This is an optimization exercise on Yosys and OpenROAD, whose aim is small area, a short achievable clock period and few clock cycles per item, not a production implementation. Only simulation tests tie the RTL to the original design; equivalence was not proved. Power figures rest on the tool's default switching activity, not on a simulated workload.

Setup of run 1:
## SMM1
module SMM1 (
    input clk, rst,
    input [127:0] A, B,
    input load, sel,
    output [127:0] C_out,
    output reg done
);
Size in the first run: roughly 4900 cells after synthesis, about 130 flip-flops, roughly 390 I/O pins.
Settings: LEC_CHECK=0, CAP_MARGIN=20, CORE_MARGIN=2, CORE_UTILIZATION=50, GPL_TIMING_DRIVEN=0, PLACE_DENSITY=0.7, SETUP_SLACK_MARGIN=0.2, SLEW_MARGIN=20, SYNTH_HIERARCHICAL=1, SYNTH_MINIMUM_KEEP_SIZE=0, TNS_END_PERCENT=100; clock period 5.0 ns.
standard.sh (not shown) runs the stock make flow with config.mk's settings and CLKGATE_MAP_FILE= SYNTH_SCRIPT=/design/flow/synth_recipe.tcl, a recipe that flattens the netlist after the stock synthesis.
==> flow/flow/run.sh <==
#!/bin/bash
# Own layout flow: the standard flow, except that the netlist comes from a direct
# gate-level mapping of the design (flow/map.tcl: each smm_* gate module becomes its
# sky130 cell) instead of Yosys/ABC re-synthesis, so the compressor trees keep their
# timing-driven structure. Flip-flops get the standard synthesis's instance names.
# Ports are buffered with buf_4 cells (fast, and resizable within the buf family).
# Global routing reserves more of met1/met2 (flow/fastroute.tcl).
set -euo pipefail
cd "$(dirname "$0")/.."
W=$PWD
export FLOW_DIR=$W/flow
export MAPPED_V=$W/mapped.v
R=$W/orfs/results/$FLOW_PLATFORM/SMM1/base
YOSYS=yosys
if ! command -v yosys > /dev/null; then YOSYS=$FLOW_HOME/../tools/install/yosys/bin/yosys; fi

# 1. standard synthesis (its flip-flop names are kept)
bash standard.sh synth > $W/log_std_synth.txt 2>&1
cp $R/1_2_yosys.v $W/standard_1_2_yosys.v

# 2. gate-level mapping of the design
$YOSYS -c $FLOW_DIR/map.tcl > $W/log_yosys_map.txt 2>&1
python3 $FLOW_DIR/rename.py $W/standard_1_2_yosys.v $MAPPED_V > $W/mapped_renamed.v 2> $W/log_rename.txt

# 3. the standard flow from this netlist
cp $W/mapped_renamed.v $R/1_2_yosys.v
rm -f $R/1_synth.odb
export FASTROUTE_TCL=$FLOW_DIR/fastroute.tcl
# after global placement, output port buffers become buf_1 (flow/post_gpl.tcl)
export POST_GLOBAL_PLACE_TCL=$FLOW_DIR/post_gpl.tcl
BUFFER_PORTS_ARGS="-buffer_cell sky130_fd_sc_hd__buf_4" bash standard.sh > $W/log_std_finish.txt 2>&1
Other scripts of this flow, unchanged in this note and not shown: flow/flow/cellmap.v, flow/flow/fastroute.tcl, flow/flow/map.tcl, flow/flow/post_gpl.tcl, flow/flow/rename.py
Testbench counts of run 1, summed over its fixed seeds: cycles 1,928, items 1,920.
#### Input delta (run 2 over run 1)
diff --git a/flow/flow/run.sh b/flow/flow/run.sh
--- a/flow/flow/run.sh
+++ b/flow/flow/run.sh
@@ -4,5 +4,5 @@
 # sky130 cell) instead of Yosys/ABC re-synthesis, so the compressor trees keep their
 # timing-driven structure. Flip-flops get the standard synthesis's instance names.
-# Ports are buffered with buf_4 cells (fast, and resizable within the buf family).
+# Ports are buffered with buf_2 cells (fast, and resizable within the buf family).
 # Global routing reserves more of met1/met2 (flow/fastroute.tcl).
 set -euo pipefail
@@ -29,3 +29,3 @@
 # after global placement, output port buffers become buf_1 (flow/post_gpl.tcl)
 export POST_GLOBAL_PLACE_TCL=$FLOW_DIR/post_gpl.tcl
-BUFFER_PORTS_ARGS="-buffer_cell sky130_fd_sc_hd__buf_4" bash standard.sh > $W/log_std_finish.txt 2>&1
+BUFFER_PORTS_ARGS="-buffer_cell sky130_fd_sc_hd__buf_2" bash standard.sh > $W/log_std_finish.txt 2>&1
--- outcome ---
- Wire length after detailed routing across run 1 and run 2: no real change.
- Compared with run 1, pin count of the biggest net entering global routing in run 2 increased by a few percent.
- Period utilization: run 2 vs run 1 up 1.7 points
- Run 2 finished every stage and its layout cleared the timing, design-rule and antenna checks.
- Run 1: done, clean on timing, DRC and antenna
- Final area delta (run 2 − run 1): favourable
- Looking at worst setup slack after layout across both flows, run 2 is the weaker of the two, with run 1 ahead.
diff inputs: run 2 => run 3
# run 2
export LEC_CHECK = 0
export CAP_MARGIN = 20
export CORE_MARGIN = 2
export CORE_UTILIZATION = 50
export GPL_TIMING_DRIVEN = 0
export PLACE_DENSITY = 0.7
export SETUP_SLACK_MARGIN = 0.2
export SLEW_MARGIN = 20
export SYNTH_HIERARCHICAL = 1
export SYNTH_MINIMUM_KEEP_SIZE = 0
export TNS_END_PERCENT = 100
create_clock -name core_clock -period 5.0 [get_ports {clk}]
# run 3
export LEC_CHECK = 0
export CAP_MARGIN = 20
export CORE_MARGIN = 2
export CORE_UTILIZATION = 60
export GPL_TIMING_DRIVEN = 0
export PLACE_DENSITY = 0.8
export SETUP_SLACK_MARGIN = 0.2
export SLEW_MARGIN = 20
export SYNTH_HIERARCHICAL = 1
export SYNTH_MINIMUM_KEEP_SIZE = 0
export TNS_END_PERCENT = 100
create_clock -name core_clock -period 5.0 [get_ports {clk}]
diff --git a/flow/flow/run.sh b/flow/flow/run.sh
--- a/flow/flow/run.sh
+++ b/flow/flow/run.sh
@@ -4,5 +4,5 @@
 # sky130 cell) instead of Yosys/ABC re-synthesis, so the compressor trees keep their
 # timing-driven structure. Flip-flops get the standard synthesis's instance names.
-# Ports are buffered with buf_2 cells (fast, and resizable within the buf family).
+# Ports are buffered with buf_4 cells (fast, and resizable within the buf family).
 # Global routing reserves more of met1/met2 (flow/fastroute.tcl).
 set -euo pipefail
@@ -29,3 +29,3 @@
 # after global placement, output port buffers become buf_1 (flow/post_gpl.tcl)
 export POST_GLOBAL_PLACE_TCL=$FLOW_DIR/post_gpl.tcl
-BUFFER_PORTS_ARGS="-buffer_cell sky130_fd_sc_hd__buf_2" bash standard.sh > $W/log_std_finish.txt 2>&1
+BUFFER_PORTS_ARGS="-buffer_cell sky130_fd_sc_hd__buf_4" bash standard.sh > $W/log_std_finish.txt 2>&1
Run 3 vs run 2 — wire length dropped by a few percent. Between run 3 and run 2, the share of layout cells above drive strength 1 does not differ in any meaningful way. Going from run 2 to run 3, the part of the total power dissipated in the clock network was found to have gone down by 0.6 points. Lower number of iterations in the first detailed-routing pass goes to run 2 over run 3. Compared with run 2, run 3 shows a relative area of non-clock buffer cells in the final design that is 0.89 points higher. Looking at startpoint of the most critical setup path, the A[75] result is from run 2; the A[40] one comes from run 3.
Relative to run 3, the following input files were edited for run 4:
# run 3
export LEC_CHECK = 0
export CAP_MARGIN = 20
export CORE_MARGIN = 2
export CORE_UTILIZATION = 60
export GPL_TIMING_DRIVEN = 0
export PLACE_DENSITY = 0.8
export SETUP_SLACK_MARGIN = 0.2
export SLEW_MARGIN = 20
export SYNTH_HIERARCHICAL = 1
export SYNTH_MINIMUM_KEEP_SIZE = 0
export TNS_END_PERCENT = 100
create_clock -name core_clock -period 5.0 [get_ports {clk}]
# run 4
export LEC_CHECK = 0
export CAP_MARGIN = 20
export CORE_MARGIN = 2
export CORE_UTILIZATION = 50
export GPL_TIMING_DRIVEN = 0
export PLACE_DENSITY = 0.7
export SETUP_SLACK_MARGIN = 0.4
export SLEW_MARGIN = 20
export SYNTH_HIERARCHICAL = 1
export SYNTH_MINIMUM_KEEP_SIZE = 0
export TNS_END_PERCENT = 100
create_clock -name core_clock -period 5.0 [get_ports {clk}]
[summary]
Per the comparison of run 4 with run 3, final-layout fill cell count saw an increase, wire length after detailed routing saw an increase, count of clock-buffer cells in the layout saw a decrease. Run 4 vs run 3: non-clock buffer count up. Summary — maximum frequency, run 4 relative to run 3: higher, by about 3.7%. Compared with run 3, run 4 instantiates a larger number of cells. Run 4 against run 3: power grew by 4.1%; required time of the critical path grew by 0.08 ns; final cell utilization of the core shrank by 8.8 points. Length of routed wiring on met1: lower on run 3. Re number of detailed-route iterations in the first pass: run 3 was higher than run 4.

re-timing with driven ports:
The flow's constraints put no driver on any port. The routed layouts listed below were extracted and timed again, unchanged, in two steps.
Step 1 assumes that a clkbuf_16 drives the clock port and a buf_2 every other input.
Step 2, shift: input delay + t, output delay - t, t = (earliest + latest rising clock arrival at the registers) / 2. This alone moves slack from input paths to output paths.
a / b / c = ideal ports / drivers / drivers and shift; a / b = the first two.
run | t (ns) | slack for setup (ns) | worst register clock-pin slew, ns | pins driven straight from the clock port
run 1 | 0.593 | 0.261 / 0.280 / -0.314 | 0.10 / 0.10 | 1
run 2 | 0.603 | 0.175 / 0.211 / -0.392 | 0.10 / 0.10 | 1
run 3 | 0.566 | 0.209 / 0.220 / -0.346 | 0.08 / 0.08 | 1
run 4 | 0.603 | 0.381 / 0.166 / -0.437 | 0.09 / 0.09 | 1
With both steps, setup timing fails in every run listed, where it was met with ideal ports. The setup slack of run 4, which loses most, moves by -0.215 ns with the drivers and by -0.818 ns with both steps.
